Source: an optimization exercise on an open RTL-to-GDS flow (aim: small area and a short achievable clock period). Production flows keep margins and buffers that such runs may drop.
RTL that was checked went through simulation tests only; none was proved equivalent to the original.
Power figures rest on the tool's default switching activity, not on a simulated workload.

==> inputs of build 44 <==
Design pipelined_boothe_multiplier, start of the top module:
module pipelined_boothe_multiplier #(
    parameter WIDTH = 32
) (
    input clk,
    input reset,
    input en,
    input [WIDTH - 1: 0] md,
    input [WIDTH - 1: 0] mr,
    output [(2 * WIDTH) - 1: 0] s_result
);
==> flow/config.mk <==
export PLATFORM = sky130hd
export DESIGN_NAME = pipelined_boothe_multiplier
export DESIGN_NICKNAME = pipelined_boothe_multiplier
export VERILOG_FILES = /design/flow/design.v
export SDC_FILE = /design/flow/constraint.sdc
export NUM_CORES = 4
export LEC_CHECK = 0
export CAP_MARGIN = 20
export CORE_MARGIN = 2
export CORE_UTILIZATION = 62
export CTS_CLUSTER_DIAMETER = 100
export CTS_CLUSTER_SIZE = 30
export PLACE_DENSITY = 0.72
export SETUP_SLACK_MARGIN = 2.85
export SLEW_MARGIN = 20
export SYNTH_HIERARCHICAL = 1
export SYNTH_MINIMUM_KEEP_SIZE = 0
export TNS_END_PERCENT = 60
==> flow/constraint.sdc <==
create_clock -name core_clock -period 5.0 [get_ports {clk}]
set_input_delay 1.0000 -clock core_clock [delete_from_list [all_inputs] [get_ports {clk}]]
set_output_delay 1.0000 -clock core_clock [all_outputs]
set_load 0.01 [all_outputs]
run.sh (not shown) runs the stock make flow with config.mk's settings and CLKGATE_MAP_FILE= SYNTH_SCRIPT=/design/flow/synth_recipe.tcl, a recipe that flattens the netlist after the stock synthesis.
==> inputs of trial 30, as changes to build 44 <==
CORE_UTILIZATION = 60   (was 62)
PLACE_DENSITY = 0.65   (was 0.72)
TNS_END_PERCENT = default   (was 60)
==> inputs of build 68, as changes to build 44 <==
CORE_UTILIZATION = 60   (was 62)
PLACE_DENSITY = 0.7   (was 0.72)
TNS_END_PERCENT = default   (was 60)
==> results.yml <==
outcome:
  run_status: "finished clean"
pwr:
  pwr-share-seq_pct: 53.5
cts:
  cts-buffers-inserted: 91
detailed_routing:
  vias_per_cell: 5.10
placed_design:
  dp_cells: 7238
worst_setup_path:
  crit_family: "simple AND/OR/NAND/NOR gates"
That was build 44.
==> results.yml <==
outcome:
  run_status: "finished clean"
placed_design:
  dp_cells: 7325
pwr:
  pwr-share-seq_pct: 53.3
detailed_routing:
  vias_per_cell: 5.03
worst_setup_path:
  crit_family: "adder cells"
That was trial 30.
==> results.yml <==
placed_design:
  dp_cells: 7327
cts:
  clk-insertion-delay-late_ps: 740
  cts-buffers-inserted: 90
worst_setup_path:
  crit_family: "flip-flops"
  required_ps: 4000
  path_buf_inv: 1
pwr:
  comb_power_share_pct: 31.4
  pwr-share-seq_pct: 53.5
detailed_routing:
  vias_per_cell: 5.00
outcome:
  run_status: "finished clean"
cells_and_area:
  layout.nets: 5964
That was build 68.
Function was not checked in any run of this note: the RTL went through the layout flow alone.

==> inputs of sierra <==
Another version of the RTL of pipelined_boothe_multiplier (not shown whole).
Design pipelined_boothe_multiplier, start of the top module:
module pipelined_boothe_multiplier #(
    parameter WIDTH = 32
) (
    input clk,
    input reset,
    input en,
    input [WIDTH - 1: 0] md,
    input [WIDTH - 1: 0] mr,
    output [(2 * WIDTH) - 1: 0] s_result
);
Settings: LEC_CHECK=0, CAP_MARGIN=20, CORE_MARGIN=2, CORE_UTILIZATION=60, CTS_BUF_LIST=sky130_fd_sc_hd__clkbuf_16 sky130_fd_sc_hd__clkbuf_8, CTS_CLUSTER_DIAMETER=100, CTS_CLUSTER_SIZE=24, PLACE_DENSITY=0.7, SETUP_SLACK_MARGIN=2.85, SLEW_MARGIN=20, SYNTH_HIERARCHICAL=1, SYNTH_MINIMUM_KEEP_SIZE=0, TNS_END_PERCENT=60; clock period 5.0 ns.
==> inputs of zinc, as changes to sierra <==
--- a/flow/config.mk
+++ b/flow/config.mk
@@ -9,8 +9,7 @@
 export CORE_MARGIN = 2
-export CORE_UTILIZATION = 60
-export CTS_BUF_LIST = sky130_fd_sc_hd__clkbuf_16 sky130_fd_sc_hd__clkbuf_8
+export CORE_UTILIZATION = 65
 export CTS_CLUSTER_DIAMETER = 100
-export CTS_CLUSTER_SIZE = 24
-export PLACE_DENSITY = 0.7
-export SETUP_SLACK_MARGIN = 2.85
+export CTS_CLUSTER_SIZE = 30
+export PLACE_DENSITY = 0.75
+export SETUP_SLACK_MARGIN = 2.88
 export SLEW_MARGIN = 20
@@ -18,2 +17 @@
 export SYNTH_MINIMUM_KEEP_SIZE = 0
-export TNS_END_PERCENT = 60
==> inputs of nickel, as changes to sierra <==
--- a/flow/config.mk
+++ b/flow/config.mk
@@ -10,7 +10,6 @@
 export CORE_UTILIZATION = 60
-export CTS_BUF_LIST = sky130_fd_sc_hd__clkbuf_16 sky130_fd_sc_hd__clkbuf_8
 export CTS_CLUSTER_DIAMETER = 100
-export CTS_CLUSTER_SIZE = 24
+export CTS_CLUSTER_SIZE = 30
 export PLACE_DENSITY = 0.7
-export SETUP_SLACK_MARGIN = 2.85
+export SETUP_SLACK_MARGIN = 2.8
 export SLEW_MARGIN = 20
@@ -18,2 +17 @@
 export SYNTH_MINIMUM_KEEP_SIZE = 0
-export TNS_END_PERCENT = 60
==> inputs of onyx, as changes to sierra <==
--- a/flow/config.mk
+++ b/flow/config.mk
@@ -10,5 +10,4 @@
 export CORE_UTILIZATION = 60
-export CTS_BUF_LIST = sky130_fd_sc_hd__clkbuf_16 sky130_fd_sc_hd__clkbuf_8
 export CTS_CLUSTER_DIAMETER = 100
-export CTS_CLUSTER_SIZE = 24
+export CTS_CLUSTER_SIZE = 30
 export PLACE_DENSITY = 0.7
@@ -18,2 +17 @@
 export SYNTH_MINIMUM_KEEP_SIZE = 0
-export TNS_END_PERCENT = 60
==> comparison table <==
| metric | nickel | zinc | sierra | onyx |
|---|---|---|---|---|
| Global-route met1 utilization | 0.237 | 0.272 | 0.240 | 0.235 |
| Outcome | complete, no violations | complete, no violations | complete, no violations | complete, no violations |
| Cell area after layout | 81400 sq um | 82000 sq um | 82000 sq um | 82000 sq um |
| CP Data Arrival Time | 1.15 ns | 1.17 ns | 1.18 ns | 1.15 ns |
| Num CTS Buffers | 91 | 89 | 108 | 91 |
| Via count of the first global-routing pass | 38100 | 39500 | 38800 | 37800 |
| Hold worst-path end | s16[40]$_DFF_P_ | s28[9]$_DFF_P_ | s11[42]$_DFF_P_ | s2[149]$_DFF_P_ |
| Multi-input gate area in the final layout | 28000 sq um | 28500 sq um | 28100 sq um | 28300 sq um |
| Routability congestion estimate from global placement | 0.846 | 0.846 | 0.846 | 0.842 |
| Non-Clock Buffer Area Fraction | 0.0133 | 0.0166 | 0.0133 | 0.0152 |
| Worst R2R Path Depth | 6 | 7 | 6 | 7 |
| Post-CTS setup buffers | 1 | 0 | 1 | 0 |
| Maximum clock frequency | 465 MHz | 462 MHz | 459 MHz | 466 MHz |

==> exp/amber <==
pipelined_boothe_multiplier, a different RTL version from the one above (not shown whole).
## pipelined_boothe_multiplier
module pipelined_boothe_multiplier #(
    parameter WIDTH = 32
) (
    input clk,
    input reset,
    input en,
    input [WIDTH - 1: 0] md,
    input [WIDTH - 1: 0] mr,
    output [(2 * WIDTH) - 1: 0] s_result
);
  reg [63:0] s1;
  reg [133:0] s2;
  reg [135:0] s3;
  reg [135:0] s4;
  reg [103:0] s5;
  reg [63:0] s6;
  reg [63:0] s7;
  reg [63:0] s8;
  reg [63:0] s9;
  reg [63:0] s10;
  reg [63:0] s11;
  reg [63:0] s12;
  reg [63:0] s13;
  reg [63:0] s14;
  reg [63:0] s15;
  reg [63:0] s16;
  reg [63:0] s17;
  reg [63:0] s18;
  reg [63:0] s19;
  reg [63:0] s20;
  reg [63:0] s21;
  reg [63:0] s22;
  reg [63:0] s23;
  reg [63:0] s24;
  reg [63:0] s25;
  reg [63:0] s26;
  reg [63:0] s27;
  reg [63:0] s28;
  reg [63:0] s29;
  reg [63:0] s30;
  reg [63:0] s31;
  reg [63:0] s32;
  reg [4:0] rcnt;
  wire bone1 = s1[32];
  wire btwo2 = s1[33] & ~s1[32];
  wire pp3 = (bone1 & s1[0]) ^ s1[33];
  wire pp4 = ((bone1 & s1[1]) | (btwo2 & s1[0])) ^ s1[33];
  wire pp5 = ((bone1 & s1[2]) | (btwo2 & s1[1])) ^ s1[33];
  wire pp6 = ((bone1 & s1[3]) | (btwo2 & s1[2])) ^ s1[33];
  ...
Settings: LEC_CHECK=0, CAP_MARGIN=20, CORE_MARGIN=2, CORE_UTILIZATION=60, PLACE_DENSITY=0.7, SLEW_MARGIN=20; clock period 5.0 ns.
==> exp/quartz: changes against exp/amber <==
Settings changed: CORE_UTILIZATION 60 to 30, PLACE_DENSITY 0.7 to 0.4.
==> notes <==
- Between exp/amber and exp/quartz, the lower total power is in exp/amber (gap 3.6%, measured against exp/quartz).
- Between exp/amber and exp/quartz, the lower register-to-register slack is in exp/quartz (gap 0.16 ns).
- Between exp/quartz and exp/amber, the lower setup slack is in exp/quartz (gap 0.16 ns).
- Combinational power is about the same in exp/quartz and exp/amber.
- In exp/amber the core utilization is higher than in exp/quartz, by 32 points.
- In exp/quartz the fmax is smaller than in exp/amber, by 4.1%.
- Via count is about the same in exp/quartz and exp/amber.
- In exp/quartz the critical path depth is higher than in exp/amber, by 2.
- Sequential cell count is the same in exp/amber and exp/quartz.
==> figures <==
| item | exp/amber | exp/quartz |
|---|---|---|
| Post-layout instance count excluding filler cells | 9430 | 11300 |
| Max-slew headroom | 27.3% | 21.1% |
| Iteration-0 DRC Markers | 4153 | 3146 |
| Number of cells on the critical path | 8 | 10 |
| Power consumed by the clock network | 16.7 mW | 19.3 mW |
| Worst hold slack | 0.265 ns | 0.277 ns |
| Post-synthesis to final-layout area growth | 11.6% | 15.9% |
| Total chip power | 62.0 mW | 64.3 mW |
| Power share of the clock group | 26.9% | 30.1% |
| Data arrival time of the critical path | 4.35 ns | 4.56 ns |
| Minimum setup slack among reg-to-reg paths | 1.32 ns | 1.16 ns |
| Max Fclk | 0.272 GHz | 0.261 GHz |
| Initial Utilization | 60.5% | 30.2% |
| Cell area after layout | 91400 um^2 | 94900 um^2 |
| Die height | 373 um | 527 um |
| Floorplan core area | 135000 um^2 | 271000 um^2 |
| Outcome | timing/DRC/antenna clean | timing/DRC/antenna clean |
| Placed wire-length estimate | 102000 um | 118000 um |
| First-pass GRT wire length | 255000 um | 288000 um |
No run of this note included a check of the RTL's function; only the layout flow was run.

==> afterwards: timing with drivers on the ports <==
How much do the figures lean on ideal ports? The routed layouts below were timed once more, with nothing changed but the port constraints.
Step 1: set_driving_cell puts a clkbuf_16 on clk and a buf_2 on each other input, an assumption about the parent block.
Step 2 adds t to the input delays and takes it off the output delays; t is the mean of the earliest and latest rising clock arrival at the registers after step 1. Input paths then give back, and output paths get back, about the clock's delay inside the block.
Three values: no drivers, after step 1, after step 2; two values: the first two.
run | shift t [ns] | setup slack, ns | latest minus earliest clock arrival (ns) | slew at the worst register clock pin (ns)
build 44 | 0.774 | 2.843 / 2.783 / 2.342 | 0.066 / 0.065 | 0.11 / 0.11
trial 30 | 0.799 | 2.828 / 2.758 / 2.151 | 0.077 / 0.077 | 0.11 / 0.11
build 68 | 0.798 | 2.722 / 2.640 / 2.356 | 0.049 / 0.049 | 0.11 / 0.11
sierra | 0.780 | 2.823 / 2.754 / 2.517 | 0.061 / 0.061 | 0.09 / 0.09
zinc | 0.772 | 2.834 / 2.763 / 2.328 | 0.047 / 0.048 | 0.12 / 0.12
nickel | 0.766 | 2.851 / 2.780 / 2.504 | 0.039 / 0.039 | 0.11 / 0.11
onyx | 0.773 | 2.853 / 2.785 / 2.350 | 0.048 / 0.048 | 0.11 / 0.11
exp/amber | 0.877 | 1.321 / 1.321 / 1.321 | 0.078 / 0.078 | 0.07 / 0.07
exp/quartz | 0.935 | 1.163 / 1.163 / 1.163 | 0.073 / 0.073 | 0.07 / 0.07
After both steps every run listed still meets setup and hold. The setup slack of trial 30, which loses most, moves by -0.070 ns with the drivers and by -0.677 ns with both steps.
